What follows belongs to an exercise in optimizing a design on an open flow for small area and a short achievable clock period; a production flow would make more cautious choices. Function was not checked in any run shown here: the RTL went through the layout flow alone.

==> design/flow/design.v <==
module full_adder(output sum,
                  output carry_out,
                  input x,
                  input y,
                  input carry_in);
assign sum = x ^ y ^ carry_in;
assign carry_out = (x & y) | (x & carry_in) | (y & carry_in);
endmodule
module g_and2(output y, input a, input b);
assign y = a & b;
endmodule
module g_aoi21(output y, input a, input b, input c);
assign y = ~((a & b) | c);
endmodule
module g_inv(output y, input a);
assign y = ~a;
endmodule
module g_nand2(output y, input a, input b);
assign y = ~(a & b);
endmodule
module g_nor2(output y, input a, input b);
assign y = ~(a | b);
endmodule
module g_oai21(output y, input a, input b, input c);
assign y = ~((a | b) & c);
endmodule
module g_or2(output y, input a, input b);
assign y = a | b;
endmodule
module g_xnor2(output y, input a, input b);
assign y = ~(a ^ b);
endmodule
module g_xor2(output y, input a, input b);
assign y = a ^ b;
endmodule
module half_adder_n(output sum_n,
                    output carry_n,
                    input a_n,
                    input b_n);
xnor_n xs(sum_n, a_n, b_n);
or_n oc(carry_n, a_n, b_n);
endmodule
module xnor_n(output y, input a, input b);
assign y = ~(a ^ b);
endmodule
module or_n(output y, input a, input b);
assign y = a | b;
endmodule
module fir_3tap (input clk,
                 input [7:0] Xin,
                 input [7:0] H0,
                 input [7:0] H1,
                 input [7:0] H2,
                 output reg [15:0] Yout);
reg [7:0] Xd, H1d, H2d;
reg [15:0] Pn;
wire t2_p0_0 = ~(Xd[0] & H2d[0]);
wire t2_p0_1 = ~(Xd[0] & H2d[1]);
wire t2_p0_2 = ~(Xd[0] & H2d[2]);
wire t2_p0_3 = ~(Xd[0] & H2d[3]);
wire t2_p0_4 = ~(Xd[0] & H2d[4]);
wire t2_p0_5 = ~(Xd[0] & H2d[5]);
wire t2_p0_6 = ~(Xd[0] & H2d[6]);
wire t2_p0_7 = ~(Xd[0] & H2d[7]);
wire t2_p1_0 = ~(Xd[1] & H2d[0]);
wire t2_p1_1 = ~(Xd[1] & H2d[1]);
wire t2_p1_2 = ~(Xd[1] & H2d[2]);
wire t2_p1_3 = ~(Xd[1] & H2d[3]);
wire t2_p1_4 = ~(Xd[1] & H2d[4]);
wire t2_p1_5 = ~(Xd[1] & H2d[5]);
wire t2_p1_6 = ~(Xd[1] & H2d[6]);
wire t2_p1_7 = ~(Xd[1] & H2d[7]);
wire t2_p2_0 = ~(Xd[2] & H2d[0]);
wire t2_p2_1 = ~(Xd[2] & H2d[1]);
wire t2_p2_2 = ~(Xd[2] & H2d[2]);
wire t2_p2_3 = ~(Xd[2] & H2d[3]);
wire t2_p2_4 = ~(Xd[2] & H2d[4]);
wire t2_p2_5 = ~(Xd[2] & H2d[5]);
wire t2_p2_6 = ~(Xd[2] & H2d[6]);
wire t2_p2_7 = ~(Xd[2] & H2d[7]);
wire t2_p3_0 = ~(Xd[3] & H2d[0]);
wire t2_p3_1 = ~(Xd[3] & H2d[1]);
wire t2_p3_2 = ~(Xd[3] & H2d[2]);
wire t2_p3_3 = ~(Xd[3] & H2d[3]);
wire t2_p3_4 = ~(Xd[3] & H2d[4]);
wire t2_p3_5 = ~(Xd[3] & H2d[5]);
wire t2_p3_6 = ~(Xd[3] & H2d[6]);
wire t2_p3_7 = ~(Xd[3] & H2d[7]);
wire t2_p4_0 = ~(Xd[4] & H2d[0]);
wire t2_p4_1 = ~(Xd[4] & H2d[1]);
wire t2_p4_2 = ~(Xd[4] & H2d[2]);
wire t2_p4_3 = ~(Xd[4] & H2d[3]);
wire t2_p4_4 = ~(Xd[4] & H2d[4]);
wire t2_p4_5 = ~(Xd[4] & H2d[5]);
wire t2_p4_6 = ~(Xd[4] & H2d[6]);
wire t2_p4_7 = ~(Xd[4] & H2d[7]);
wire t2_p5_0 = ~(Xd[5] & H2d[0]);
wire t2_p5_1 = ~(Xd[5] & H2d[1]);
wire t2_p5_2 = ~(Xd[5] & H2d[2]);
wire t2_p5_3 = ~(Xd[5] & H2d[3]);
wire t2_p5_4 = ~(Xd[5] & H2d[4]);
wire t2_p5_5 = ~(Xd[5] & H2d[5]);
wire t2_p5_6 = ~(Xd[5] & H2d[6]);
wire t2_p5_7 = ~(Xd[5] & H2d[7]);
wire t2_p6_0 = ~(Xd[6] & H2d[0]);
wire t2_p6_1 = ~(Xd[6] & H2d[1]);
wire t2_p6_2 = ~(Xd[6] & H2d[2]);
wire t2_p6_3 = ~(Xd[6] & H2d[3]);
wire t2_p6_4 = ~(Xd[6] & H2d[4]);
wire t2_p6_5 = ~(Xd[6] & H2d[5]);
wire t2_p6_6 = ~(Xd[6] & H2d[6]);
wire t2_p6_7 = ~(Xd[6] & H2d[7]);
wire t2_p7_0 = ~(Xd[7] & H2d[0]);
wire t2_p7_1 = ~(Xd[7] & H2d[1]);
wire t2_p7_2 = ~(Xd[7] & H2d[2]);
wire t2_p7_3 = ~(Xd[7] & H2d[3]);
wire t2_p7_4 = ~(Xd[7] & H2d[4]);
wire t2_p7_5 = ~(Xd[7] & H2d[5]);
wire t2_p7_6 = ~(Xd[7] & H2d[6]);
wire t2_p7_7 = ~(Xd[7] & H2d[7]);
wire t2_s0, t2_c0;
half_adder_n t2_ha0 (t2_s0, t2_c0, t2_p0_6, t2_p1_5);
wire t2_s1, t2_c1;
full_adder t2_fa1 (t2_s1, t2_c1, t2_p0_7, t2_p1_6, t2_p2_5);
wire t2_s2, t2_c2;
half_adder_n t2_ha2 (t2_s2, t2_c2, t2_p3_4, t2_p4_3);
wire t2_s3, t2_c3;
full_adder t2_fa3 (t2_s3, t2_c3, t2_p1_7, t2_p2_6, t2_p3_5);
wire t2_s4, t2_c4;
half_adder_n t2_ha4 (t2_s4, t2_c4, t2_p4_4, t2_p5_3);
wire t2_s5, t2_c5;
full_adder t2_fa5 (t2_s5, t2_c5, t2_p2_7, t2_p3_6, t2_p4_5);
wire t2_s6, t2_c6;
half_adder_n t2_ha6 (t2_s6, t2_c6, t2_p0_4, t2_p1_3);
wire t2_s7, t2_c7;
full_adder t2_fa7 (t2_s7, t2_c7, t2_p0_5, t2_p1_4, t2_p2_3);
wire t2_s8, t2_c8;
half_adder_n t2_ha8 (t2_s8, t2_c8, t2_p3_2, t2_p4_1);
wire t2_s9, t2_c9;
full_adder t2_fa9 (t2_s9, t2_c9, t2_p2_4, t2_p3_3, t2_p4_2);
wire t2_s10, t2_c10;
full_adder t2_fa10 (t2_s10, t2_c10, t2_p5_1, t2_p6_0, t2_s0);
wire t2_s11, t2_c11;
full_adder t2_fa11 (t2_s11, t2_c11, t2_p5_2, t2_p6_1, t2_p7_0);
wire t2_s12, t2_c12;
full_adder t2_fa12 (t2_s12, t2_c12, t2_c0, t2_s2, t2_s1);
wire t2_s13, t2_c13;
full_adder t2_fa13 (t2_s13, t2_c13, t2_p6_2, t2_p7_1, t2_c2);
wire t2_s14, t2_c14;
full_adder t2_fa14 (t2_s14, t2_c14, t2_s4, t2_c1, t2_s3);
wire t2_s15, t2_c15;
full_adder t2_fa15 (t2_s15, t2_c15, t2_p5_4, t2_p6_3, t2_p7_2);
wire t2_s16, t2_c16;
full_adder t2_fa16 (t2_s16, t2_c16, t2_c4, t2_c3, t2_s5);
wire t2_s17, t2_c17;
full_adder t2_fa17 (t2_s17, t2_c17, t2_p3_7, t2_p4_6, t2_p5_5);
wire t2_s18, t2_c18;
full_adder t2_fa18 (t2_s18, t2_c18, t2_p6_4, t2_p7_3, t2_c5);
wire t2_s19, t2_c19;
full_adder t2_fa19 (t2_s19, t2_c19, t2_p4_7, t2_p5_6, t2_p6_5);
wire t2_s20, t2_c20;
half_adder_n t2_ha20 (t2_s20, t2_c20, t2_p0_3, t2_p1_2);
wire t2_s21, t2_c21;
full_adder t2_fa21 (t2_s21, t2_c21, t2_p2_2, t2_p3_1, t2_p4_0);
wire t2_s22, t2_c22;
full_adder t2_fa22 (t2_s22, t2_c22, t2_p5_0, t2_c6, t2_s8);
wire t2_s23, t2_c23;
full_adder t2_fa23 (t2_s23, t2_c23, t2_c8, t2_c7, t2_s9);
wire t2_s24, t2_c24;
full_adder t2_fa24 (t2_s24, t2_c24, t2_c9, t2_s11, t2_c10);
wire t2_s25, t2_c25;
full_adder t2_fa25 (t2_s25, t2_c25, t2_c11, t2_s13, t2_c12);
wire t2_s26, t2_c26;
full_adder t2_fa26 (t2_s26, t2_c26, t2_s15, t2_c13, t2_c14);
wire t2_s27, t2_c27;
full_adder t2_fa27 (t2_s27, t2_c27, t2_c15, t2_s17, t2_c16);
wire t2_s28, t2_c28;
full_adder t2_fa28 (t2_s28, t2_c28, t2_p7_4, t2_c17, t2_s19);
wire t2_s29, t2_c29;
full_adder t2_fa29 (t2_s29, t2_c29, t2_p5_7, t2_p6_6, t2_p7_5);
wire t2_s30, t2_c30;
half_adder_n t2_ha30 (t2_s30, t2_c30, t2_p0_2, t2_p1_1);
wire t2_s31, t2_c31;
full_adder t2_fa31 (t2_s31, t2_c31, t2_p2_1, t2_p3_0, t2_s20);
wire t2_s32, t2_c32;
full_adder t2_fa32 (t2_s32, t2_c32, t2_c20, t2_s6, t2_s21);
wire t2_s33, t2_c33;
full_adder t2_fa33 (t2_s33, t2_c33, t2_c21, t2_s7, t2_s22);
wire t2_s34, t2_c34;
full_adder t2_fa34 (t2_s34, t2_c34, t2_c22, t2_s10, t2_s23);
wire t2_s35, t2_c35;
full_adder t2_fa35 (t2_s35, t2_c35, t2_c23, t2_s12, t2_s24);
wire t2_s36, t2_c36;
full_adder t2_fa36 (t2_s36, t2_c36, t2_s14, t2_c24, t2_s25);
wire t2_s37, t2_c37;
full_adder t2_fa37 (t2_s37, t2_c37, t2_s16, t2_c25, t2_s26);
wire t2_s38, t2_c38;
full_adder t2_fa38 (t2_s38, t2_c38, t2_s18, t2_c26, t2_s27);
wire t2_s39, t2_c39;
full_adder t2_fa39 (t2_s39, t2_c39, t2_c18, t2_s28, t2_c27);
wire t2_s40, t2_c40;
full_adder t2_fa40 (t2_s40, t2_c40, t2_c19, t2_s29, t2_c28);
wire t2_s41, t2_c41;
full_adder t2_fa41 (t2_s41, t2_c41, t2_p6_7, t2_p7_6, t2_c29);
wire n1;
g_xnor2 u1 (n1, t2_p0_1, t2_p1_0);
wire n2;
g_or2 u2 (n2, t2_p0_1, t2_p1_0);
wire t2_rs2, t2_rc2;
full_adder t2_rfa2 (t2_rs2, t2_rc2, t2_s30, t2_p2_0, n2);
wire t2_rs3, t2_rc3;
full_adder t2_rfa3 (t2_rs3, t2_rc3, t2_c30, t2_s31, t2_rc2);
wire t2_rs4, t2_rc4;
full_adder t2_rfa4 (t2_rs4, t2_rc4, t2_c31, t2_s32, t2_rc3);
wire t2_rs5, t2_rc5;
full_adder t2_rfa5 (t2_rs5, t2_rc5, t2_c32, t2_s33, t2_rc4);
wire t2_rs6, t2_rc6;
full_adder t2_rfa6 (t2_rs6, t2_rc6, t2_c33, t2_s34, t2_rc5);
wire t2_rs7, t2_rc7;
full_adder t2_rfa7 (t2_rs7, t2_rc7, t2_c34, t2_s35, t2_rc6);
wire t2_rs8, t2_rc8;
full_adder t2_rfa8 (t2_rs8, t2_rc8, t2_c35, t2_s36, t2_rc7);
wire t2_rs9, t2_rc9;
full_adder t2_rfa9 (t2_rs9, t2_rc9, t2_c36, t2_s37, t2_rc8);
wire n3;
g_or2 u3 (n3, t2_c37, t2_s38);
wire n4;
g_and2 u4 (n4, t2_c37, t2_s38);
wire n5;
g_aoi21 u5 (n5, n3, t2_rc9, n4);
wire n6;
g_nor2 u6 (n6, t2_c38, t2_s39);
wire n7;
g_nand2 u7 (n7, t2_c38, t2_s39);
wire n8;
g_oai21 u8 (n8, n6, n5, n7);
wire n9;
g_or2 u9 (n9, t2_c39, t2_s40);
wire n10;
g_and2 u10 (n10, t2_c39, t2_s40);
wire n11;
g_aoi21 u11 (n11, n9, n8, n10);
wire n12;
g_nor2 u12 (n12, t2_c40, t2_s41);
wire n13;
g_nand2 u13 (n13, t2_c40, t2_s41);
wire n14;
g_oai21 u14 (n14, n12, n11, n13);
wire n15;
g_or2 u15 (n15, t2_c41, t2_p7_7);
wire n16;
g_and2 u16 (n16, t2_c41, t2_p7_7);
wire n17;
g_aoi21 u17 (n17, n15, n14, n16);
wire n18;
g_xor2 u18 (n18, t2_c37, t2_s38);
wire n19;
g_xor2 u19 (n19, n18, t2_rc9);
wire n20;
g_xor2 u20 (n20, t2_c38, t2_s39);
wire n21;
g_xnor2 u21 (n21, n20, n5);
wire n22;
g_xor2 u22 (n22, t2_c39, t2_s40);
wire n23;
g_xor2 u23 (n23, n22, n8);
wire n24;
g_xor2 u24 (n24, t2_c40, t2_s41);
wire n25;
g_xnor2 u25 (n25, n24, n11);
wire n26;
g_xor2 u26 (n26, t2_c41, t2_p7_7);
wire n27;
g_xor2 u27 (n27, n26, n14);
wire n28;
g_inv u28 (n28, n17);
wire [15:0] t2_sn = {n28, n27, n25, n23, n21, n19, t2_rs9, t2_rs8, t2_rs7, t2_rs6, t2_rs5, t2_rs4, t2_rs3, t2_rs2, n1, t2_p0_0};
wire t1_p0_0 = ~(Xd[0] & H1d[0]);
wire t1_p0_1 = ~(Xd[0] & H1d[1]);
wire t1_p0_2 = ~(Xd[0] & H1d[2]);
wire t1_p0_3 = ~(Xd[0] & H1d[3]);
wire t1_p0_4 = ~(Xd[0] & H1d[4]);
wire t1_p0_5 = ~(Xd[0] & H1d[5]);
wire t1_p0_6 = ~(Xd[0] & H1d[6]);
wire t1_p0_7 = ~(Xd[0] & H1d[7]);
wire t1_p1_0 = ~(Xd[1] & H1d[0]);
wire t1_p1_1 = ~(Xd[1] & H1d[1]);
wire t1_p1_2 = ~(Xd[1] & H1d[2]);
wire t1_p1_3 = ~(Xd[1] & H1d[3]);
wire t1_p1_4 = ~(Xd[1] & H1d[4]);
wire t1_p1_5 = ~(Xd[1] & H1d[5]);
wire t1_p1_6 = ~(Xd[1] & H1d[6]);
wire t1_p1_7 = ~(Xd[1] & H1d[7]);
wire t1_p2_0 = ~(Xd[2] & H1d[0]);
wire t1_p2_1 = ~(Xd[2] & H1d[1]);
wire t1_p2_2 = ~(Xd[2] & H1d[2]);
wire t1_p2_3 = ~(Xd[2] & H1d[3]);
wire t1_p2_4 = ~(Xd[2] & H1d[4]);
wire t1_p2_5 = ~(Xd[2] & H1d[5]);
wire t1_p2_6 = ~(Xd[2] & H1d[6]);
wire t1_p2_7 = ~(Xd[2] & H1d[7]);
wire t1_p3_0 = ~(Xd[3] & H1d[0]);
wire t1_p3_1 = ~(Xd[3] & H1d[1]);
wire t1_p3_2 = ~(Xd[3] & H1d[2]);
wire t1_p3_3 = ~(Xd[3] & H1d[3]);
wire t1_p3_4 = ~(Xd[3] & H1d[4]);
wire t1_p3_5 = ~(Xd[3] & H1d[5]);
wire t1_p3_6 = ~(Xd[3] & H1d[6]);
wire t1_p3_7 = ~(Xd[3] & H1d[7]);
wire t1_p4_0 = ~(Xd[4] & H1d[0]);
wire t1_p4_1 = ~(Xd[4] & H1d[1]);
wire t1_p4_2 = ~(Xd[4] & H1d[2]);
wire t1_p4_3 = ~(Xd[4] & H1d[3]);
wire t1_p4_4 = ~(Xd[4] & H1d[4]);
wire t1_p4_5 = ~(Xd[4] & H1d[5]);
wire t1_p4_6 = ~(Xd[4] & H1d[6]);
wire t1_p4_7 = ~(Xd[4] & H1d[7]);
wire t1_p5_0 = ~(Xd[5] & H1d[0]);
wire t1_p5_1 = ~(Xd[5] & H1d[1]);
wire t1_p5_2 = ~(Xd[5] & H1d[2]);
wire t1_p5_3 = ~(Xd[5] & H1d[3]);
wire t1_p5_4 = ~(Xd[5] & H1d[4]);
wire t1_p5_5 = ~(Xd[5] & H1d[5]);
wire t1_p5_6 = ~(Xd[5] & H1d[6]);
wire t1_p5_7 = ~(Xd[5] & H1d[7]);
wire t1_p6_0 = ~(Xd[6] & H1d[0]);
wire t1_p6_1 = ~(Xd[6] & H1d[1]);
wire t1_p6_2 = ~(Xd[6] & H1d[2]);
wire t1_p6_3 = ~(Xd[6] & H1d[3]);
wire t1_p6_4 = ~(Xd[6] & H1d[4]);
wire t1_p6_5 = ~(Xd[6] & H1d[5]);
wire t1_p6_6 = ~(Xd[6] & H1d[6]);
wire t1_p6_7 = ~(Xd[6] & H1d[7]);
wire t1_p7_0 = ~(Xd[7] & H1d[0]);
wire t1_p7_1 = ~(Xd[7] & H1d[1]);
wire t1_p7_2 = ~(Xd[7] & H1d[2]);
wire t1_p7_3 = ~(Xd[7] & H1d[3]);
wire t1_p7_4 = ~(Xd[7] & H1d[4]);
wire t1_p7_5 = ~(Xd[7] & H1d[5]);
wire t1_p7_6 = ~(Xd[7] & H1d[6]);
wire t1_p7_7 = ~(Xd[7] & H1d[7]);
wire t1_s0, t1_c0;
half_adder_n t1_ha0 (t1_s0, t1_c0, Pn[5], t1_p0_5);
wire t1_s1, t1_c1;
full_adder t1_fa1 (t1_s1, t1_c1, Pn[6], t1_p0_6, t1_p1_5);
wire t1_s2, t1_c2;
half_adder_n t1_ha2 (t1_s2, t1_c2, t1_p2_4, t1_p3_3);
wire t1_s3, t1_c3;
full_adder t1_fa3 (t1_s3, t1_c3, Pn[7], t1_p0_7, t1_p1_6);
wire t1_s4, t1_c4;
full_adder t1_fa4 (t1_s4, t1_c4, t1_p2_5, t1_p3_4, t1_p4_3);
wire t1_s5, t1_c5;
half_adder_n t1_ha5 (t1_s5, t1_c5, t1_p5_2, t1_p6_1);
wire t1_s6, t1_c6;
full_adder t1_fa6 (t1_s6, t1_c6, Pn[8], t1_p1_7, t1_p2_6);
wire t1_s7, t1_c7;
full_adder t1_fa7 (t1_s7, t1_c7, t1_p3_5, t1_p4_4, t1_p5_3);
wire t1_s8, t1_c8;
half_adder_n t1_ha8 (t1_s8, t1_c8, t1_p6_2, t1_p7_1);
wire t1_s9, t1_c9;
full_adder t1_fa9 (t1_s9, t1_c9, Pn[9], t1_p2_7, t1_p3_6);
wire t1_s10, t1_c10;
full_adder t1_fa10 (t1_s10, t1_c10, t1_p4_5, t1_p5_4, t1_p6_3);
wire t1_s11, t1_c11;
full_adder t1_fa11 (t1_s11, t1_c11, Pn[10], t1_p3_7, t1_p4_6);
wire t1_s12, t1_c12;
half_adder_n t1_ha12 (t1_s12, t1_c12, Pn[3], t1_p0_3);
wire t1_s13, t1_c13;
full_adder t1_fa13 (t1_s13, t1_c13, Pn[4], t1_p0_4, t1_p1_3);
wire t1_s14, t1_c14;
half_adder_n t1_ha14 (t1_s14, t1_c14, t1_p2_2, t1_p3_1);
wire t1_s15, t1_c15;
full_adder t1_fa15 (t1_s15, t1_c15, t1_p1_4, t1_p2_3, t1_p3_2);
wire t1_s16, t1_c16;
full_adder t1_fa16 (t1_s16, t1_c16, t1_p4_1, t1_p5_0, t1_s0);
wire t1_s17, t1_c17;
full_adder t1_fa17 (t1_s17, t1_c17, t1_p4_2, t1_p5_1, t1_p6_0);
wire t1_s18, t1_c18;
full_adder t1_fa18 (t1_s18, t1_c18, t1_c0, t1_s2, t1_s1);
wire t1_s19, t1_c19;
full_adder t1_fa19 (t1_s19, t1_c19, t1_p7_0, t1_c2, t1_s5);
wire t1_s20, t1_c20;
full_adder t1_fa20 (t1_s20, t1_c20, t1_c1, t1_s3, t1_s4);
wire t1_s21, t1_c21;
full_adder t1_fa21 (t1_s21, t1_c21, t1_c5, t1_s8, t1_c3);
wire t1_s22, t1_c22;
full_adder t1_fa22 (t1_s22, t1_c22, t1_c4, t1_s6, t1_s7);
wire t1_s23, t1_c23;
full_adder t1_fa23 (t1_s23, t1_c23, t1_p7_2, t1_c8, t1_c6);
wire t1_s24, t1_c24;
full_adder t1_fa24 (t1_s24, t1_c24, t1_c7, t1_s10, t1_s9);
wire t1_s25, t1_c25;
full_adder t1_fa25 (t1_s25, t1_c25, t1_p5_5, t1_p6_4, t1_p7_3);
wire t1_s26, t1_c26;
full_adder t1_fa26 (t1_s26, t1_c26, t1_c10, t1_c9, t1_s11);
wire t1_s27, t1_c27;
full_adder t1_fa27 (t1_s27, t1_c27, Pn[11], t1_p4_7, t1_p5_6);
wire t1_s28, t1_c28;
full_adder t1_fa28 (t1_s28, t1_c28, t1_p6_5, t1_p7_4, t1_c11);
wire t1_s29, t1_c29;
full_adder t1_fa29 (t1_s29, t1_c29, Pn[12], t1_p5_7, t1_p6_6);
wire t1_s30, t1_c30;
half_adder_n t1_ha30 (t1_s30, t1_c30, Pn[2], t1_p0_2);
wire t1_s31, t1_c31;
full_adder t1_fa31 (t1_s31, t1_c31, t1_p1_2, t1_p2_1, t1_p3_0);
wire t1_s32, t1_c32;
full_adder t1_fa32 (t1_s32, t1_c32, t1_p4_0, t1_c12, t1_s14);
wire t1_s33, t1_c33;
full_adder t1_fa33 (t1_s33, t1_c33, t1_c14, t1_c13, t1_s15);
wire t1_s34, t1_c34;
full_adder t1_fa34 (t1_s34, t1_c34, t1_c15, t1_s17, t1_c16);
wire t1_s35, t1_c35;
full_adder t1_fa35 (t1_s35, t1_c35, t1_c17, t1_s19, t1_c18);
wire t1_s36, t1_c36;
full_adder t1_fa36 (t1_s36, t1_c36, t1_c19, t1_c20, t1_s21);
wire t1_s37, t1_c37;
full_adder t1_fa37 (t1_s37, t1_c37, t1_c21, t1_c22, t1_s23);
wire t1_s38, t1_c38;
full_adder t1_fa38 (t1_s38, t1_c38, t1_s25, t1_c23, t1_c24);
wire t1_s39, t1_c39;
full_adder t1_fa39 (t1_s39, t1_c39, t1_c25, t1_s27, t1_c26);
wire t1_s40, t1_c40;
full_adder t1_fa40 (t1_s40, t1_c40, t1_p7_5, t1_c27, t1_s29);
wire t1_s41, t1_c41;
full_adder t1_fa41 (t1_s41, t1_c41, Pn[13], t1_p6_7, t1_p7_6);
wire t1_s42, t1_c42;
half_adder_n t1_ha42 (t1_s42, t1_c42, Pn[1], t1_p0_1);
wire t1_s43, t1_c43;
full_adder t1_fa43 (t1_s43, t1_c43, t1_p1_1, t1_p2_0, t1_s30);
wire t1_s44, t1_c44;
full_adder t1_fa44 (t1_s44, t1_c44, t1_c30, t1_s12, t1_s31);
wire t1_s45, t1_c45;
full_adder t1_fa45 (t1_s45, t1_c45, t1_c31, t1_s13, t1_s32);
wire t1_s46, t1_c46;
full_adder t1_fa46 (t1_s46, t1_c46, t1_c32, t1_s16, t1_s33);
wire t1_s47, t1_c47;
full_adder t1_fa47 (t1_s47, t1_c47, t1_c33, t1_s18, t1_s34);
wire t1_s48, t1_c48;
full_adder t1_fa48 (t1_s48, t1_c48, t1_s20, t1_c34, t1_s35);
wire t1_s49, t1_c49;
full_adder t1_fa49 (t1_s49, t1_c49, t1_s22, t1_c35, t1_s36);
wire t1_s50, t1_c50;
full_adder t1_fa50 (t1_s50, t1_c50, t1_s24, t1_c36, t1_s37);
wire t1_s51, t1_c51;
full_adder t1_fa51 (t1_s51, t1_c51, t1_s26, t1_c37, t1_s38);
wire t1_s52, t1_c52;
full_adder t1_fa52 (t1_s52, t1_c52, t1_s28, t1_c38, t1_s39);
wire t1_s53, t1_c53;
full_adder t1_fa53 (t1_s53, t1_c53, t1_c28, t1_s40, t1_c39);
wire t1_s54, t1_c54;
full_adder t1_fa54 (t1_s54, t1_c54, t1_c29, t1_s41, t1_c40);
wire t1_s55, t1_c55;
full_adder t1_fa55 (t1_s55, t1_c55, Pn[14], t1_p7_7, t1_c41);
wire t1x_s0, t1x_c0;
half_adder_n t1x_ha0 (t1x_s0, t1x_c0, t1_c47, t1_s48);
wire t1x_s1, t1x_c1;
half_adder_n t1x_ha1 (t1x_s1, t1x_c1, t1_c48, t1_s49);
wire t0_p0_0 = ~(Xin[0] & H0[0]);
wire t0_p0_1 = ~(Xin[0] & H0[1]);
wire t0_p0_2 = ~(Xin[0] & H0[2]);
wire t0_p0_3 = ~(Xin[0] & H0[3]);
wire t0_p0_4 = ~(Xin[0] & H0[4]);
wire t0_p0_5 = ~(Xin[0] & H0[5]);
wire t0_p0_6 = ~(Xin[0] & H0[6]);
wire t0_p0_7 = ~(Xin[0] & H0[7]);
wire t0_p1_0 = ~(Xin[1] & H0[0]);
wire t0_p1_1 = ~(Xin[1] & H0[1]);
wire t0_p1_2 = ~(Xin[1] & H0[2]);
wire t0_p1_3 = ~(Xin[1] & H0[3]);
wire t0_p1_4 = ~(Xin[1] & H0[4]);
wire t0_p1_5 = ~(Xin[1] & H0[5]);
wire t0_p1_6 = ~(Xin[1] & H0[6]);
wire t0_p1_7 = ~(Xin[1] & H0[7]);
wire t0_p2_0 = ~(Xin[2] & H0[0]);
wire t0_p2_1 = ~(Xin[2] & H0[1]);
wire t0_p2_2 = ~(Xin[2] & H0[2]);
wire t0_p2_3 = ~(Xin[2] & H0[3]);
wire t0_p2_4 = ~(Xin[2] & H0[4]);
wire t0_p2_5 = ~(Xin[2] & H0[5]);
wire t0_p2_6 = ~(Xin[2] & H0[6]);
wire t0_p2_7 = ~(Xin[2] & H0[7]);
wire t0_p3_0 = ~(Xin[3] & H0[0]);
wire t0_p3_1 = ~(Xin[3] & H0[1]);
wire t0_p3_2 = ~(Xin[3] & H0[2]);
wire t0_p3_3 = ~(Xin[3] & H0[3]);
wire t0_p3_4 = ~(Xin[3] & H0[4]);
wire t0_p3_5 = ~(Xin[3] & H0[5]);
wire t0_p3_6 = ~(Xin[3] & H0[6]);
wire t0_p3_7 = ~(Xin[3] & H0[7]);
wire t0_p4_0 = ~(Xin[4] & H0[0]);
wire t0_p4_1 = ~(Xin[4] & H0[1]);
wire t0_p4_2 = ~(Xin[4] & H0[2]);
wire t0_p4_3 = ~(Xin[4] & H0[3]);
wire t0_p4_4 = ~(Xin[4] & H0[4]);
wire t0_p4_5 = ~(Xin[4] & H0[5]);
wire t0_p4_6 = ~(Xin[4] & H0[6]);
wire t0_p4_7 = ~(Xin[4] & H0[7]);
wire t0_p5_0 = ~(Xin[5] & H0[0]);
wire t0_p5_1 = ~(Xin[5] & H0[1]);
wire t0_p5_2 = ~(Xin[5] & H0[2]);
wire t0_p5_3 = ~(Xin[5] & H0[3]);
wire t0_p5_4 = ~(Xin[5] & H0[4]);
wire t0_p5_5 = ~(Xin[5] & H0[5]);
wire t0_p5_6 = ~(Xin[5] & H0[6]);
wire t0_p5_7 = ~(Xin[5] & H0[7]);
wire t0_p6_0 = ~(Xin[6] & H0[0]);
wire t0_p6_1 = ~(Xin[6] & H0[1]);
wire t0_p6_2 = ~(Xin[6] & H0[2]);
wire t0_p6_3 = ~(Xin[6] & H0[3]);
wire t0_p6_4 = ~(Xin[6] & H0[4]);
wire t0_p6_5 = ~(Xin[6] & H0[5]);
wire t0_p6_6 = ~(Xin[6] & H0[6]);
wire t0_p6_7 = ~(Xin[6] & H0[7]);
wire t0_p7_0 = ~(Xin[7] & H0[0]);
wire t0_p7_1 = ~(Xin[7] & H0[1]);
wire t0_p7_2 = ~(Xin[7] & H0[2]);
wire t0_p7_3 = ~(Xin[7] & H0[3]);
wire t0_p7_4 = ~(Xin[7] & H0[4]);
wire t0_p7_5 = ~(Xin[7] & H0[5]);
wire t0_p7_6 = ~(Xin[7] & H0[6]);
wire t0_p7_7 = ~(Xin[7] & H0[7]);
wire t0_s0, t0_c0;
half_adder_n t0_ha0 (t0_s0, t0_c0, t1_c44, t1_s45);
wire t0_s1, t0_c1;
full_adder t0_fa1 (t0_s1, t0_c1, t1_c45, t1_s46, t0_p0_5);
wire t0_s2, t0_c2;
half_adder_n t0_ha2 (t0_s2, t0_c2, t0_p1_4, t0_p2_3);
wire t0_s3, t0_c3;
full_adder t0_fa3 (t0_s3, t0_c3, t1_c46, t1_s47, t0_p0_6);
wire t0_s4, t0_c4;
full_adder t0_fa4 (t0_s4, t0_c4, t0_p1_5, t0_p2_4, t0_p3_3);
wire t0_s5, t0_c5;
half_adder_n t0_ha5 (t0_s5, t0_c5, t0_p4_2, t0_p5_1);
wire t0_s6, t0_c6;
full_adder t0_fa6 (t0_s6, t0_c6, t1x_s0, t0_p0_7, t0_p1_6);
wire t0_s7, t0_c7;
full_adder t0_fa7 (t0_s7, t0_c7, t0_p2_5, t0_p3_4, t0_p4_3);
wire t0_s8, t0_c8;
full_adder t0_fa8 (t0_s8, t0_c8, t0_p5_2, t0_p6_1, t0_p7_0);
wire t0_s9, t0_c9;
full_adder t0_fa9 (t0_s9, t0_c9, t1x_c0, t1x_s1, t0_p1_7);
wire t0_s10, t0_c10;
full_adder t0_fa10 (t0_s10, t0_c10, t0_p2_6, t0_p3_5, t0_p4_4);
wire t0_s11, t0_c11;
full_adder t0_fa11 (t0_s11, t0_c11, t0_p5_3, t0_p6_2, t0_p7_1);
wire t0_s12, t0_c12;
full_adder t0_fa12 (t0_s12, t0_c12, t1_c49, t1_s50, t1x_c1);
wire t0_s13, t0_c13;
full_adder t0_fa13 (t0_s13, t0_c13, t0_p2_7, t0_p3_6, t0_p4_5);
wire t0_s14, t0_c14;
full_adder t0_fa14 (t0_s14, t0_c14, t0_p5_4, t0_p6_3, t0_p7_2);
wire t0_s15, t0_c15;
full_adder t0_fa15 (t0_s15, t0_c15, t1_c50, t1_s51, t0_p3_7);
wire t0_s16, t0_c16;
full_adder t0_fa16 (t0_s16, t0_c16, t0_p4_6, t0_p5_5, t0_p6_4);
wire t0_s17, t0_c17;
full_adder t0_fa17 (t0_s17, t0_c17, t1_c51, t1_s52, t0_p4_7);
wire t0_s18, t0_c18;
half_adder_n t0_ha18 (t0_s18, t0_c18, t1_c42, t1_s43);
wire t0_s19, t0_c19;
full_adder t0_fa19 (t0_s19, t0_c19, t1_c43, t1_s44, t0_p0_3);
wire t0_s20, t0_c20;
half_adder_n t0_ha20 (t0_s20, t0_c20, t0_p1_2, t0_p2_1);
wire t0_s21, t0_c21;
full_adder t0_fa21 (t0_s21, t0_c21, t0_s0, t0_p0_4, t0_p1_3);
wire t0_s22, t0_c22;
full_adder t0_fa22 (t0_s22, t0_c22, t0_p2_2, t0_p3_1, t0_p4_0);
wire t0_s23, t0_c23;
full_adder t0_fa23 (t0_s23, t0_c23, t0_c0, t0_p3_2, t0_p4_1);
wire t0_s24, t0_c24;
full_adder t0_fa24 (t0_s24, t0_c24, t0_p5_0, t0_s2, t0_s1);
wire t0_s25, t0_c25;
full_adder t0_fa25 (t0_s25, t0_c25, t0_p6_0, t0_c2, t0_s5);
wire t0_s26, t0_c26;
full_adder t0_fa26 (t0_s26, t0_c26, t0_c1, t0_s3, t0_s4);
wire t0_s27, t0_c27;
full_adder t0_fa27 (t0_s27, t0_c27, t0_c5, t0_c3, t0_c4);
wire t0_s28, t0_c28;
full_adder t0_fa28 (t0_s28, t0_c28, t0_s6, t0_s7, t0_s8);
wire t0_s29, t0_c29;
full_adder t0_fa29 (t0_s29, t0_c29, t0_c6, t0_c7, t0_c8);
wire t0_s30, t0_c30;
full_adder t0_fa30 (t0_s30, t0_c30, t0_s10, t0_s11, t0_s9);
wire t0_s31, t0_c31;
full_adder t0_fa31 (t0_s31, t0_c31, t0_s12, t0_c10, t0_c11);
wire t0_s32, t0_c32;
full_adder t0_fa32 (t0_s32, t0_c32, t0_c9, t0_s13, t0_s14);
wire t0_s33, t0_c33;
full_adder t0_fa33 (t0_s33, t0_c33, t0_p7_3, t0_c12, t0_c13);
wire t0_s34, t0_c34;
full_adder t0_fa34 (t0_s34, t0_c34, t0_c14, t0_s15, t0_s16);
wire t0_s35, t0_c35;
full_adder t0_fa35 (t0_s35, t0_c35, t0_p5_6, t0_p6_5, t0_p7_4);
wire t0_s36, t0_c36;
full_adder t0_fa36 (t0_s36, t0_c36, t0_c15, t0_c16, t0_s17);
wire t0_s37, t0_c37;
full_adder t0_fa37 (t0_s37, t0_c37, t1_s53, t1_c52, t0_p5_7);
wire t0_s38, t0_c38;
full_adder t0_fa38 (t0_s38, t0_c38, t0_p6_6, t0_p7_5, t0_c17);
wire t0_s39, t0_c39;
full_adder t0_fa39 (t0_s39, t0_c39, t1_s54, t1_c53, t0_p6_7);
wire t0_s40, t0_c40;
half_adder_n t0_ha40 (t0_s40, t0_c40, t1_p1_0, t1_s42);
wire t0_s41, t0_c41;
full_adder t0_fa41 (t0_s41, t0_c41, t0_s18, t0_p0_2, t0_p1_1);
wire t0_s42, t0_c42;
full_adder t0_fa42 (t0_s42, t0_c42, t0_c18, t0_p3_0, t0_s20);
wire t0_s43, t0_c43;
full_adder t0_fa43 (t0_s43, t0_c43, t0_c20, t0_c19, t0_s21);
wire t0_s44, t0_c44;
full_adder t0_fa44 (t0_s44, t0_c44, t0_c21, t0_c22, t0_s23);
wire t0_s45, t0_c45;
full_adder t0_fa45 (t0_s45, t0_c45, t0_c23, t0_s25, t0_c24);
wire t0_s46, t0_c46;
full_adder t0_fa46 (t0_s46, t0_c46, t0_c25, t0_c26, t0_s27);
wire t0_s47, t0_c47;
full_adder t0_fa47 (t0_s47, t0_c47, t0_c27, t0_c28, t0_s29);
wire t0_s48, t0_c48;
full_adder t0_fa48 (t0_s48, t0_c48, t0_c29, t0_c30, t0_s31);
wire t0_s49, t0_c49;
full_adder t0_fa49 (t0_s49, t0_c49, t0_c31, t0_c32, t0_s33);
wire t0_s50, t0_c50;
full_adder t0_fa50 (t0_s50, t0_c50, t0_s35, t0_c33, t0_c34);
wire t0_s51, t0_c51;
full_adder t0_fa51 (t0_s51, t0_c51, t0_c35, t0_s37, t0_c36);
wire t0_s52, t0_c52;
full_adder t0_fa52 (t0_s52, t0_c52, t0_p7_6, t0_c37, t0_s39);
wire t0_s53, t0_c53;
full_adder t0_fa53 (t0_s53, t0_c53, t1_s55, t1_c54, t0_p7_7);
wire t0_s54, t0_c54;
half_adder_n t0_ha54 (t0_s54, t0_c54, Pn[0], t1_p0_0);
wire t0_s55, t0_c55;
full_adder t0_fa55 (t0_s55, t0_c55, t0_s40, t0_p0_1, t0_p1_0);
wire t0_s56, t0_c56;
full_adder t0_fa56 (t0_s56, t0_c56, t0_c40, t0_p2_0, t0_s41);
wire t0_s57, t0_c57;
full_adder t0_fa57 (t0_s57, t0_c57, t0_c41, t0_s19, t0_s42);
wire t0_s58, t0_c58;
full_adder t0_fa58 (t0_s58, t0_c58, t0_s22, t0_c42, t0_s43);
wire t0_s59, t0_c59;
full_adder t0_fa59 (t0_s59, t0_c59, t0_c43, t0_s24, t0_s44);
wire t0_s60, t0_c60;
full_adder t0_fa60 (t0_s60, t0_c60, t0_c44, t0_s26, t0_s45);
wire t0_s61, t0_c61;
full_adder t0_fa61 (t0_s61, t0_c61, t0_s28, t0_c45, t0_s46);
wire t0_s62, t0_c62;
full_adder t0_fa62 (t0_s62, t0_c62, t0_s30, t0_c46, t0_s47);
wire t0_s63, t0_c63;
full_adder t0_fa63 (t0_s63, t0_c63, t0_s32, t0_c47, t0_s48);
wire t0_s64, t0_c64;
full_adder t0_fa64 (t0_s64, t0_c64, t0_s34, t0_c48, t0_s49);
wire t0_s65, t0_c65;
full_adder t0_fa65 (t0_s65, t0_c65, t0_s36, t0_c49, t0_s50);
wire t0_s66, t0_c66;
full_adder t0_fa66 (t0_s66, t0_c66, t0_s38, t0_c50, t0_s51);
wire t0_s67, t0_c67;
full_adder t0_fa67 (t0_s67, t0_c67, t0_c38, t0_s52, t0_c51);
wire t0_s68, t0_c68;
full_adder t0_fa68 (t0_s68, t0_c68, t0_c39, t0_s53, t0_c52);
wire t0_s69, t0_c69;
full_adder t0_fa69 (t0_s69, t0_c69, Pn[15], t1_c55, t0_c53);
wire n29;
g_xnor2 u29 (n29, t0_s54, t0_p0_0);
wire n30;
g_or2 u30 (n30, t0_s54, t0_p0_0);
wire t0_rs1, t0_rc1;
full_adder t0_rfa1 (t0_rs1, t0_rc1, t0_c54, t0_s55, n30);
wire t0_rs2, t0_rc2;
full_adder t0_rfa2 (t0_rs2, t0_rc2, t0_c55, t0_s56, t0_rc1);
wire n31;
g_or2 u31 (n31, t0_c56, t0_s57);
wire n32;
g_and2 u32 (n32, t0_c56, t0_s57);
wire n33;
g_aoi21 u33 (n33, n31, t0_rc2, n32);
wire n34;
g_nor2 u34 (n34, t0_c57, t0_s58);
wire n35;
g_nand2 u35 (n35, t0_c57, t0_s58);
wire n36;
g_oai21 u36 (n36, n34, n33, n35);
wire n37;
g_or2 u37 (n37, t0_c58, t0_s59);
wire n38;
g_and2 u38 (n38, t0_c58, t0_s59);
wire n39;
g_aoi21 u39 (n39, n37, n36, n38);
wire n40;
g_nor2 u40 (n40, t0_c59, t0_s60);
wire n41;
g_nand2 u41 (n41, t0_c59, t0_s60);
wire n42;
g_oai21 u42 (n42, n40, n39, n41);
wire n43;
g_nor2 u43 (n43, t0_c61, t0_s62);
wire n44;
g_nand2 u44 (n44, t0_c60, t0_s61);
wire n45;
g_nand2 u45 (n45, t0_c61, t0_s62);
wire n46;
g_oai21 u46 (n46, n43, n44, n45);
wire n47;
g_nor2 u47 (n47, t0_c60, t0_s61);
wire n48;
g_nor2 u48 (n48, n43, n47);
wire n49;
g_nor2 u49 (n49, t0_c63, t0_s64);
wire n50;
g_nand2 u50 (n50, t0_c62, t0_s63);
wire n51;
g_nand2 u51 (n51, t0_c63, t0_s64);
wire n52;
g_oai21 u52 (n52, n49, n50, n51);
wire n53;
g_nor2 u53 (n53, t0_c62, t0_s63);
wire n54;
g_nor2 u54 (n54, n49, n53);
wire n55;
g_nor2 u55 (n55, t0_c65, t0_s66);
wire n56;
g_nand2 u56 (n56, t0_c64, t0_s65);
wire n57;
g_nand2 u57 (n57, t0_c65, t0_s66);
wire n58;
g_oai21 u58 (n58, n55, n56, n57);
wire n59;
g_nor2 u59 (n59, t0_c64, t0_s65);
wire n60;
g_nor2 u60 (n60, n55, n59);
wire n61;
g_nor2 u61 (n61, t0_c67, t0_s68);
wire n62;
g_nand2 u62 (n62, t0_c66, t0_s67);
wire n63;
g_nand2 u63 (n63, t0_c67, t0_s68);
wire n64;
g_oai21 u64 (n64, n61, n62, n63);
wire n65;
g_nor2 u65 (n65, t0_c66, t0_s67);
wire n66;
g_nor2 u66 (n66, n61, n65);
wire n67;
g_aoi21 u67 (n67, n48, n42, n46);
wire n68;
g_or2 u68 (n68, t0_c59, t0_s60);
wire n69;
g_nand2 u69 (n69, n48, n68);
wire n70;
g_aoi21 u70 (n70, n60, n52, n58);
wire n71;
g_nand2 u71 (n71, n60, n54);
wire n72;
g_oai21 u72 (n72, n71, n67, n70);
wire n73;
g_nor2 u73 (n73, n71, n69);
wire n74;
g_inv u74 (n74, n54);
wire n75;
g_inv u75 (n75, n52);
wire n76;
g_oai21 u76 (n76, n74, n67, n75);
wire n77;
g_inv u77 (n77, n54);
wire n78;
g_nor2 u78 (n78, n77, n69);
wire n79;
g_aoi21 u79 (n79, n66, n72, n64);
wire n80;
g_nand2 u80 (n80, n66, n73);
wire n81;
g_or2 u81 (n81, t0_c60, t0_s61);
wire n82;
g_and2 u82 (n82, t0_c60, t0_s61);
wire n83;
g_aoi21 u83 (n83, n81, n42, n82);
wire n84;
g_nand2 u84 (n84, n81, n68);
wire n85;
g_oai21 u85 (n85, n53, n67, n50);
wire n86;
g_nor2 u86 (n86, n53, n69);
wire n87;
g_or2 u87 (n87, t0_c64, t0_s65);
wire n88;
g_and2 u88 (n88, t0_c64, t0_s65);
wire n89;
g_aoi21 u89 (n89, n87, n76, n88);
wire n90;
g_nand2 u90 (n90, n87, n78);
wire n91;
g_or2 u91 (n91, t0_c66, t0_s67);
wire n92;
g_and2 u92 (n92, t0_c66, t0_s67);
wire n93;
g_aoi21 u93 (n93, n91, n72, n92);
wire n94;
g_nand2 u94 (n94, n91, n73);
wire n95;
g_inv u95 (n95, n29);
wire n96;
g_inv u96 (n96, t0_rs1);
wire n97;
g_inv u97 (n97, t0_rs2);
wire n98;
g_xor2 u98 (n98, t0_c56, t0_s57);
wire n99;
g_xnor2 u99 (n99, n98, t0_rc2);
wire n100;
g_xor2 u100 (n100, t0_c57, t0_s58);
wire n101;
g_xor2 u101 (n101, n100, n33);
wire n102;
g_xor2 u102 (n102, t0_c58, t0_s59);
wire n103;
g_xnor2 u103 (n103, n102, n36);
wire n104;
g_xor2 u104 (n104, t0_c59, t0_s60);
wire n105;
g_xor2 u105 (n105, n104, n39);
wire n106;
g_xor2 u106 (n106, t0_c60, t0_s61);
wire n107;
g_xnor2 u107 (n107, n106, n42);
wire n108;
g_xor2 u108 (n108, t0_c61, t0_s62);
wire n109;
g_xor2 u109 (n109, n108, n83);
wire n110;
g_xor2 u110 (n110, t0_c62, t0_s63);
wire n111;
g_xor2 u111 (n111, n110, n67);
wire n112;
g_xor2 u112 (n112, t0_c63, t0_s64);
wire n113;
g_xnor2 u113 (n113, n112, n85);
wire n114;
g_xor2 u114 (n114, t0_c64, t0_s65);
wire n115;
g_xnor2 u115 (n115, n114, n76);
wire n116;
g_xor2 u116 (n116, t0_c65, t0_s66);
wire n117;
g_xor2 u117 (n117, n116, n89);
wire n118;
g_xor2 u118 (n118, t0_c66, t0_s67);
wire n119;
g_xnor2 u119 (n119, n118, n72);
wire n120;
g_xor2 u120 (n120, t0_c67, t0_s68);
wire n121;
g_xor2 u121 (n121, n120, n93);
wire n122;
g_xor2 u122 (n122, t0_c68, t0_s69);
wire n123;
g_xor2 u123 (n123, n122, n79);
wire [15:0] t0_sn = {n123, n121, n119, n117, n115, n113, n111, n109, n107, n105, n103, n101, n99, n97, n96, n95};
always @(posedge clk) begin
  Xd   <= Xin;
  H1d  <= H1;
  H2d  <= H2;
  Pn   <= t2_sn;
  Yout <= t0_sn;
end
endmodule
==> design/flow/flow/run.sh <==
#!/bin/bash
# The standard layout (standard.sh), with two changes to how it is made:
# - ports are buffered with buf_1 instead of the default delay buffer;
# - repair_timing aims for 6.9 ns of setup slack instead of 0.
set -euo pipefail
export SETUP_SLACK_MARGIN=6.9
export BUFFER_PORTS_ARGS="-buffer_cell sky130_fd_sc_hd__buf_1"
bash standard.sh > standard.log 2>&1
==> design/flow/standard.sh <==
#!/bin/bash
# synth_recipe.tcl (not shown) runs the flow's synth.tcl, then flattens the netlist and writes it again
# the make line also repeats each setting of config.mk as NAME=value (left out here)
make -C /OpenROAD-flow-scripts/flow DESIGN_CONFIG=/design/flow/config.mk WORK_HOME=/design/flow/orfs CLKGATE_MAP_FILE= SYNTH_SCRIPT=/design/flow/synth_recipe.tcl "${@:-finish}"
==> design/flow/config.mk <==
export PLATFORM = sky130hd
export DESIGN_NAME = fir_3tap
export DESIGN_NICKNAME = fir_3tap
export VERILOG_FILES = /design/flow/design.v
export SDC_FILE = /design/flow/constraint.sdc
export NUM_CORES = 4
export LEC_CHECK = 0
export CAP_MARGIN = 20
export CORE_MARGIN = 2
export CORE_UTILIZATION = 55
export CTS_BUF_LIST = sky130_fd_sc_hd__clkbuf_8
export SLEW_MARGIN = 20
export SYNTH_HIERARCHICAL = 1
export SYNTH_MINIMUM_KEEP_SIZE = 0
export TNS_END_PERCENT = 0
==> design/flow/constraint.sdc <==
create_clock -name core_clock -period 12.5 [get_ports {clk}]
set_input_delay 2.5000 -clock core_clock [delete_from_list [all_inputs] [get_ports {clk}]]
set_output_delay 2.5000 -clock core_clock [all_outputs]
set_load 0.01 [all_outputs]
==> impl_table.tex, run 1 <==
\begin{tabular}{lr}
\hline
Metric & Value \\
\hline
\multicolumn{2}{l}{\textbf{Critical path}} \\
\quad Largest fanout on the critical path & 8 \\
\quad Startpoint of the most critical register-to-register path & Xd[3]\$\_DFF\_P\_ \\
\quad Critical register-to-register path endpoint & Yout[15]\$\_DFF\_P\_ \\
\quad Capturing instance or port of the critical path & Yout[15]\$\_DFF\_P\_ \\
\quad Data required time of the worst path & 12.73 ns \\
\quad Category of the worst setup path capture point & register \\
\quad R2R Setup Slk & 7.03 ns \\
\quad Startpoint type of the worst setup path & input pin \\
\quad Worst path arrival time & 5.74 ns \\
\quad Worst setup path category & input pin to register \\
\quad Worst setup path startpoint & H0[5] \\
\quad R2r worst-path depth & 18 \\
\multicolumn{2}{l}{\textbf{Synthesis}} \\
\quad Yosys top cell by area & sky130\_fd\_sc\_hd\_\_fa\_1 \\
\quad Synth Register Bits & 56 \\
\quad Synth top area cells & sky130\_fd\_sc\_hd\_\_fa\_1 49\%, sky130\_fd\_sc\_hd\_\_dfxtp\_1 18\%, sky130\_fd\_sc\_hd\_\_nand2\_1 12\% \\
\quad Net count after synthesis & 802 \\
\quad Sequential cell area fraction in the yosys report & 17.53\% \\
\quad Post-synthesis instance area & 6396 sq um \\
\quad Number of instances in the synthesized netlist & 613 \\
\quad Distinct cells, synth & 15 \\
\quad Yosys warning total & 7 \\
\quad Share of the synthesized area in the top cell type & 48.83\% \\
\quad Synthesized area per cell & 10.43 sq um \\
\multicolumn{2}{l}{\textbf{CTS}} \\
\quad Worst-case clock buffer depth & 2 \\
\quad Total CTS buffers & 5 \\
\quad Worst-skew pair later-pin latency & 0.34 ns \\
\quad TritonCTS clock tree & done \\
\quad Max H-tree Level & 2 \\
\quad Root Buffer & sky130\_fd\_sc\_hd\_\_clkbuf\_8 \\
\quad Number of clock sinks & 56 \\
\quad Hold\_buf cts & 0 \\
\quad Clock Pin Slew Worst Setup and Hold Paths & 0.11 ns \\
\multicolumn{2}{l}{\textbf{Routing}} \\
\quad Total number of vias & 4216 \\
\quad Drt first-iter violations & 149 \\
\quad Routed wire length & 12.46 mm \\
\quad Number of detailed-route iterations in the first pass & 5 \\
\quad ANT nets after route & 0 \\
\quad Mean number of vias per cell & 5.337 \\
\quad Wirelength per Cell & 15.78 um \\
\quad DRC violation count after routing & 0 \\
\multicolumn{2}{l}{\textbf{Floorplan}} \\
\quad Height of the die & 111.8 um \\
\quad Number of I/O pins & 49 \\
\quad Die width & 111.8 um \\
\quad Starting density of the core & 56.26\% \\
\quad Placeable core region & 11370 sq um \\
\quad Row count & 39 \\
\quad Die area & 12510 sq um \\
\multicolumn{2}{l}{\textbf{Global routing}} \\
\quad Via count of the first global-routing pass & 4714 \\
\quad Global Route met3 Usage & 3.430\% \\
\quad Global routing usage summed across all routing layers & 22.32\% \\
\quad Highest-utilization routing layer at the global route stage & met2 \\
\quad Remaining global-route overflow & 0 \\
\quad Wire length of the first global-routing pass & 21.94 mm \\
\quad GR met1 Demand/Resource & 27.78\% \\
\quad Antenna violations before repair & 0 \\
\quad GR Util met2 & 40.28\% \\
\quad Largest net degree at the start of global routing & 19 \\
\multicolumn{2}{l}{\textbf{Cells and area}} \\
\quad Share of post-route cells with drive strength above 1 & 16.23\% \\
\quad Layout overhead on the synthesized area & 7.649\% \\
\quad Number of nets in the final layout & 835 \\
\quad Diodes inserted & 0 \\
\multicolumn{2}{l}{\textbf{Place}} \\
\quad Routability cong. & 0.8084 \\
\quad Post-Place Setup Slack & 6.285 ns \\
\quad Estimated wirelength of the detail-placed design & 9.715 mm \\
\quad Port Buffers & 48 \\
\multicolumn{2}{l}{\textbf{Timing}} \\
\quad Setup repair after global routing missed its margin & true \\
\quad Actual transition at the worst max-transition pin & 0.3405 ns \\
\quad Sum of negative setup slack & 0 ns \\
\quad Count of endpoints failing setup in the final report & 0 \\
\quad Final min period & 5.513 ns \\
\quad Number of max-slew violations in the final report & 0 \\
\quad Maximum clock frequency & 0.1814 GHz \\
\quad Final period utilization & 44.10\% \\
\quad Number of hold-slack violations in the final timing report & 0 \\
\quad Max-slew headroom & 77.27\% \\
\quad Worst hold margin & 0.5300 ns \\
\quad Worst clock skew & 0.008820 ns \\
\quad Final setup slack of the worst path & 6.987 ns \\
\multicolumn{2}{l}{\textbf{Status}} \\
\quad Run status & timing/DRC/antenna clean \\
\multicolumn{2}{l}{\textbf{Run}} \\
\quad Max-cap violation count & 0 \\
\multicolumn{2}{l}{\textbf{Min path}} \\
\quad Hold/Removal Path Class & register to register \\
\hline
\end{tabular}
## metal layers
metal / routed length, um / vias up
met2: 6689 / 125
met1: 4943 / 2181
met4: 246 / 0
met5: 0 / -
met3: 585 / 27
li1: - / 1883
## flip-flops by register name (all words and copies together), names as in the netlist
register,count
Pn,16
H2d,8
Yout,16
H1d,8
Xd,8
## stage by stage
stage,instance area [sq um],util (%),std cells
after CTS,6704,58.96,779
after detailed placement,6430,56.55,757
final,6885,60.56,790
after floorplan,6404,-,613
after global routing,6885,60.56,790
after global placement,6430,56.55,757
## cell type report
| cell class | instances | area [sq um] |
|---|---|---|
| Clock inverter | 3 | 22.52 |
| Tap cell | 143 | 178.9 |
| Multi-Input combinational cell | 503 | 5012 |
| Inverter | 6 | 22.52 |
| Sequential cell | 56 | 1170 |
| Clock buffer | 5 | 68.82 |
| Timing Repair Buffer | 74 | 410.4 |
| Fill cell | 997 | 4484 |
## synthesized netlist by cell type
cell type	n
sky130_fd_sc_hd__nand2_2	1
sky130_fd_sc_hd__inv_1	6
sky130_fd_sc_hd__buf_6	16
sky130_fd_sc_hd__clkbuf_2	6
sky130_fd_sc_hd__xnor2_1	34
sky130_fd_sc_hd__dfxtp_1	56
sky130_fd_sc_hd__o21ai_1	11
sky130_fd_sc_hd__xor2_1	28
sky130_fd_sc_hd__nor2_1	16
sky130_fd_sc_hd__buf_2	26
sky130_fd_sc_hd__and2_1	8
sky130_fd_sc_hd__nand2_1	204
sky130_fd_sc_hd__a21oi_2	11
sky130_fd_sc_hd__fa_1	156
sky130_fd_sc_hd__or2_1	34
## worst max-delay path: stages
cell	delay, ns
sky130_fd_sc_hd__buf_2	0.18
sky130_fd_sc_hd__nand2_1	0.10
sky130_fd_sc_hd__fa_1	0.49
sky130_fd_sc_hd__fa_1	0.44
sky130_fd_sc_hd__fa_1	0.49
sky130_fd_sc_hd__fa_1	0.58
sky130_fd_sc_hd__nor2_1	0.08
sky130_fd_sc_hd__o21ai_2	0.18
sky130_fd_sc_hd__a21oi_2	0.11
sky130_fd_sc_hd__buf_4	0.15
sky130_fd_sc_hd__o21ai_4	0.20
sky130_fd_sc_hd__a21oi_2	0.08
sky130_fd_sc_hd__xor2_1	0.16
## Yosys stat by module, one instance, submodules excluded, excerpt
module	flops+latches	area [sq um]
g_nor2	0	3.754
g_and2	0	6.256
g_xnor2	0	8.758
xnor_n	0	8.758
full_adder	0	20.02
g_aoi21	0	8.758
g_oai21	0	5.005
g_inv	0	3.754
g_nand2	0	3.754
g_xor2	0	8.758
fir_3tap	56	2185
or_n	0	6.256
g_or2	0	6.256
## layout by cell type, fill, tap and decap left out, drive strengths merged
master,synthesis,routed
clkinv,0,2
dfxtp,56,56
and2,8,8
buf,42,70
fa,156,156
or2,34,34
o21ai,11,11
xnor2,34,34
xor2,28,28
nor2,16,16
inv,6,7
a21oi,11,11
nand2,205,205
clkbuf,6,9
## worst min-delay path by stage
stage | from | end | cells past startpoint
2_1_floorplan | H2d[0]$_DFF_P_ | Pn[0]$_DFF_P_ | 2
3_3_place_gp | H2d[0]$_DFF_P_ | Pn[0]$_DFF_P_ | 1
3_5_place_dp | H2d[0]$_DFF_P_ | Pn[0]$_DFF_P_ | 1
4_1_cts | H2d[0]$_DFF_P_ | Pn[0]$_DFF_P_ | 1
5_1_grt | H2d[0]$_DFF_P_ | Pn[0]$_DFF_P_ | 1
6_report | H2d[0]$_DFF_P_ | Pn[0]$_DFF_P_ | 1
## cell families (layout without fill, tap and decap cells)
group / Yosys count / after routing / synth area share, %
simple gates: 263 / 263 / 17.12
fa+ha+maj: 156 / 156 / 48.83
flops: 56 / 56 / 17.53
xor+xnor: 62 / 62 / 8.490
compound gates: 22 / 22 / 2.367
buf+inv: 54 / 88 / 5.673
## timing repair
action,CTS,global route
buffers inserted,14,11
endpoints found under the setup margin,9,9
pin swaps,8,23
resized for setup,43,33
==> run 2: changes to the inputs <==
--- a/design/flow/flow/run.sh
+++ b/design/flow/flow/run.sh
@@ -5,4 +5,5 @@
 set -euo pipefail
 export SETUP_SLACK_MARGIN=6.9
+export SETUP_MOVE_SEQUENCE=unbuffer,sizeup,swap
 export BUFFER_PORTS_ARGS="-buffer_cell sky130_fd_sc_hd__buf_1"
 bash standard.sh > standard.log 2>&1
==> run 2 against run 1 <==
Against the previous run:
- via count down 3.5%
- highest routed layer unchanged
- worst hold slack gained 0.00098 ns
- core utilization shrank 2.2 points
- global-route usage fell by 0.50 points
- critical path type unchanged
==> impl_table.tex, run 2 <==
\begin{tabular}{lr}
\hline
Metric & Value \\
\hline
\multicolumn{2}{l}{\textbf{Cells and area}} \\
\quad Most common cell after layout, fill and taps aside & sky130\_fd\_sc\_hd\_\_nand2\_1 \\
\quad Diodes inserted & 0 (unchanged) \\
\quad Post-Layout Cell Count & 765 (-3.2\%) \\
\quad Largest registers & Pn: 16 flops, Yout: 16 flops \\
\quad Utilization after layout & 58.37\% (-2.2 points) \\
\quad Layout overhead on the synthesized area & 3.756\% \\
\quad Number of nets in the final layout & 810 (-3.0\%) \\
\quad Share of post-route cells with drive strength above 1 & 10.61\% (-5.6 points) \\
\quad Final non-filler cell area & 6636 sq um (-3.6\%) \\
\quad Most used cells in the layout excluding fill and tap cells & 201 x sky130\_fd\_sc\_hd\_\_nand2\_1, 150 x sky130\_fd\_sc\_hd\_\_fa\_1, 44 x sky130\_fd\_sc\_hd\_\_dfxtp\_1, 34 x sky130\_fd\_sc\_hd\_\_or2\_1, 34 x sky130\_fd\_sc\_hd\_\_buf\_1 \\
\multicolumn{2}{l}{\textbf{Synthesis}} \\
\quad Distinct cells, synth & 15 (unchanged) \\
\quad Fraction of the mapped netlist area in compound gates & 2.367\% (unchanged) \\
\quad Number of instances in the synthesized netlist & 613 (unchanged) \\
\quad Count of flip-flops with a built-in enable after synthesis & 0 (unchanged) \\
\quad Simple-gate area share of the yosys netlist & 17.12\% (unchanged) \\
\quad Net count after synthesis & 802 (unchanged) \\
\quad Yosys top cell by area & sky130\_fd\_sc\_hd\_\_fa\_1 \\
\quad Share of async-settable or async-resettable flops after synthesis & 0\% (unchanged) \\
\quad Share of the synthesized area in the top cell type & 48.83\% (unchanged) \\
\quad Main combinational cell family by area after synthesis & adder cells \\
\quad Top FF cell, synth & sky130\_fd\_sc\_hd\_\_dfxtp\_1 \\
\quad Yosys warning total & 7 (unchanged) \\
\quad Synth Register Bits & 56 (unchanged) \\
\quad Synthesized-area fraction occupied by adder cells & 48.83\% (unchanged) \\
\quad Post-synthesis instance area & 6396 sq um (unchanged) \\
\quad Synthesized area per cell & 10.43 sq um (unchanged) \\
\quad XOR/XNOR Fraction of Synth Area & 8.490\% (unchanged) \\
\quad Sequential cell area fraction in the yosys report & 17.53\% (unchanged) \\
\quad Cell with the most instances after synthesis & sky130\_fd\_sc\_hd\_\_nand2\_1 \\
\quad Mux contribution to synthesized area & 0\% (unchanged) \\
\quad Top post-synthesis cells by count & 204 x sky130\_fd\_sc\_hd\_\_nand2\_1, 156 x sky130\_fd\_sc\_hd\_\_fa\_1, 56 x sky130\_fd\_sc\_hd\_\_dfxtp\_1 \\
\quad Synth top area cells & sky130\_fd\_sc\_hd\_\_fa\_1 49\%, sky130\_fd\_sc\_hd\_\_dfxtp\_1 18\%, sky130\_fd\_sc\_hd\_\_nand2\_1 12\% \\
\multicolumn{2}{l}{\textbf{Routing}} \\
\quad DRC violation count after routing & 0 (unchanged) \\
\quad ANT nets after route & 0 (unchanged) \\
\quad Wirelength per Cell & 15.66 um (-0.74\%) \\
\quad Mean number of vias per cell & 5.320 (-0.31\%) \\
\quad Drt first-iter violations & 149 (unchanged) \\
\quad Total number of vias & 4070 (-3.5\%) \\
\quad Routed wire length & 11.98 mm (-3.9\%) \\
\quad Number of detailed-route iterations in the first pass & 5 (unchanged) \\
\multicolumn{2}{l}{\textbf{Critical path}} \\
\quad Delay contributed by the slowest stage of the critical path & 0.57 ns (about the same) \\
\quad Largest fanout on the critical path & 9 (+1) \\
\quad CP max-delay cell & sky130\_fd\_sc\_hd\_\_fa\_1 \\
\quad Data required time of the worst path & 12.77 ns (+0.04 ns) \\
\quad Category of the worst setup path capture point & register \\
\quad Cell Chain, Critical Path & buf\_1 -> nand2\_1 -> fa\_1 -> fa\_1 -> fa\_1 -> fa\_1 -> nor2\_2 -> o21ai\_2 -> a21oi\_4 -> o21ai\_2 -> a21oi\_2 -> xor2\_1 \\
\quad Worst setup path category & input pin to register \\
\quad Startpoint type of the worst setup path & input pin \\
\quad R2r worst-path depth & 16 (-2) \\
\quad Cell seen most often among critical-path stages & sky130\_fd\_sc\_hd\_\_fa\_1 \\
\quad Number of logic stages on the critical path including buffering & 12 (-1) \\
\quad Total buffers and inverters traversed by the critical path & 1 (-1) \\
\quad Worst path arrival time & 5.84 ns (+0.10 ns) \\
\quad Critical path's top delay family & adder cells \\
\multicolumn{2}{l}{\textbf{Timing}} \\
\quad Maximum clock frequency & 0.1796 GHz (-0.99\%) \\
\quad Sum of negative setup slack & 0 ns (unchanged) \\
\quad Number of hold-slack violations in the final timing report & 0 (unchanged) \\
\quad Actual transition at the worst max-transition pin & 0.4403 ns (+0.09976 ns) \\
\quad Count of endpoints failing setup in the final report & 0 (unchanged) \\
\quad Final min period & 5.568 ns (+0.05527 ns) \\
\quad Max-slew headroom & 70.65\% (-6.6 points) \\
\quad Worst clock skew & 0.008773 ns (-0.00004707 ns) \\
\quad Setup repair after global routing missed its margin & true \\
\quad Final period utilization & 44.54\% (+0.44 points) \\
\quad Number of max-slew violations in the final report & 0 (unchanged) \\
\multicolumn{2}{l}{\textbf{Global routing}} \\
\quad GR Util met2 & 39.15\% (-1.1 points) \\
\quad GR met1 Demand/Resource & 27.28\% (-0.49 points) \\
\quad Highest-utilization routing layer at the global route stage & met2 \\
\quad Via count of the first global-routing pass & 4645 (-1.5\%) \\
\quad Global Route met3 Usage & 3.266\% (-0.16 points) \\
\quad Antenna violations before repair & 0 (unchanged) \\
\quad Wire length of the first global-routing pass & 21.54 mm (-1.8\%) \\
\quad Global routing usage summed across all routing layers & 21.82\% (-0.50 points) \\
\quad Largest net degree at the start of global routing & 19 (unchanged) \\
\quad Remaining global-route overflow & 0 (unchanged) \\
\multicolumn{2}{l}{\textbf{Place}} \\
\quad Estimated wirelength of the detail-placed design & 9.715 mm (unchanged) \\
\quad Routability cong. & 0.8084 (unchanged) \\
\quad Placed Area & 6430 sq um (unchanged) \\
\quad Port Buffers & 48 (unchanged) \\
\quad DP Cell Count & 757 (unchanged) \\
\multicolumn{2}{l}{\textbf{CTS}} \\
\quad Root Buffer & sky130\_fd\_sc\_hd\_\_clkbuf\_8 \\
\quad Worst-skew pair later-pin latency & 0.34 ns (about the same) \\
\quad Worst-case clock buffer depth & 2 (unchanged) \\
\quad TritonCTS clock tree & done \\
\quad Number of clock sinks & 56 (unchanged) \\
\quad Total CTS buffers & 5 (unchanged) \\
\quad Hold\_buf cts & 0 (unchanged) \\
\quad Max H-tree Level & 2 (unchanged) \\
\quad Clock Pin Slew Worst Setup and Hold Paths & 0.11 ns (about the same) \\
\quad \# Post-CTS Setup Buffers & 0 (-14) \\
\multicolumn{2}{l}{\textbf{Min path}} \\
\quad Hold/Removal Path Class & register to register \\
\quad Hold Path Stages & 1 (unchanged) \\
\multicolumn{2}{l}{\textbf{Floorplan}} \\
\quad Number of I/O pins & 49 (unchanged) \\
\quad Placeable core region & 11370 sq um (unchanged) \\
\quad Die width & 111.8 um (unchanged) \\
\quad Row count & 39 (unchanged) \\
\quad Height of the die & 111.8 um (unchanged) \\
\quad Die area & 12510 sq um (unchanged) \\
\quad Starting density of the core & 56.26\% (unchanged) \\
\multicolumn{2}{l}{\textbf{Run}} \\
\quad Max-cap violation count & 0 (unchanged) \\
\multicolumn{2}{l}{\textbf{Status}} \\
\quad Run status & timing/DRC/antenna clean \\
\hline
\end{tabular}
run 2: timing repair:
action,CTS,global route
cloned,0,0
pin swaps,20,0
endpoints found under the setup margin,9,8
resized for setup,46,6
run 2: modules after synthesis (local to each module, per instance), excerpt:
module      flops+latches  cells
g_nor2                  0      1
fir_3tap               56    296
g_xnor2                 0      1
g_and2                  0      1
or_n                    0      1
g_nand2                 0      1
xnor_n                  0      1
g_aoi21                 0      1
g_or2                   0      1
g_xor2                  0      1
g_inv                   0      1
g_oai21                 0      1
full_adder              0      1
run 2: per-stage QoR:
stage	hold WS [ns]	setup WS, ns
after floorplan	0.4946	6.898
after global placement	0.5093	6.333
after CTS	0.5357	6.899
after detailed placement	0.5090	6.285
after global routing	0.5457	6.687
final	0.5310	6.932
run 2: kinds of logic after synthesis:
logic type / Yosys count
compound gates: 22
xor+xnor: 62
fa+ha+maj: 156
buf+inv: 54
flops: 56
simple gates: 263
run 2: worst paths after layout:
kind              slack (ns)                to            from
setup / recovery        6.93  Yout[12]$_DFF_P_          Xin[7]
hold / removal          0.53     Pn[0]$_DFF_P_  H2d[0]$_DFF_P_
setup reg to reg        6.94  Yout[15]$_DFF_P_   Xd[0]$_DFF_P_
hold reg to reg         0.53     Pn[0]$_DFF_P_  H2d[0]$_DFF_P_
run 2: final cells by class:
class                           instances  area, sq um
Multi-Input combinational cell        503         4985
Fill cell                            1017         4733
Sequential cell                        56         1154
Timing Repair Buffer                   49        205.2
Tap cell                              143        178.9
Clock buffer                            5        68.82
Clock inverter                          3        22.52
Inverter                                6        22.52
run 2: layer usage:
metal / routed length [um] / up-vias
met5: 0 / -
met4: 245 / 0
met3: 536 / 22
met2: 6437 / 112
met1: 4761 / 2104
li1: - / 1832

-- separate check: timing with driven ports --
In the flow no input, the clock included, has a driving cell. The finished layouts below were timed again as built, in two steps. Step 1 (the two cells are an assumption about what drives the block):
set clk [get_ports {clk}]
set_driving_cell -lib_cell sky130_fd_sc_hd__clkbuf_16 $clk
set_driving_cell -lib_cell sky130_fd_sc_hd__buf_2 [delete_from_list [all_inputs] $clk]
Step 2, shift: input delay + t, output delay - t, t = (earliest + latest rising clock arrival at the registers) / 2. This alone moves slack from input paths to output paths. a / b / c = ideal / step 1 / step 2; a / b = the first two.
run	t, ns	setup slack, ns	cell pins on the clock port's net
run 1	0.367	6.987 / 6.992 / 6.625	1
run 2	0.364	6.932 / 6.935 / 6.580	1
After both steps setup and hold are still met in every run listed. The setup slack of run 1, which loses most, moves by +0.005 ns with the drivers and by -0.362 ns with both steps.
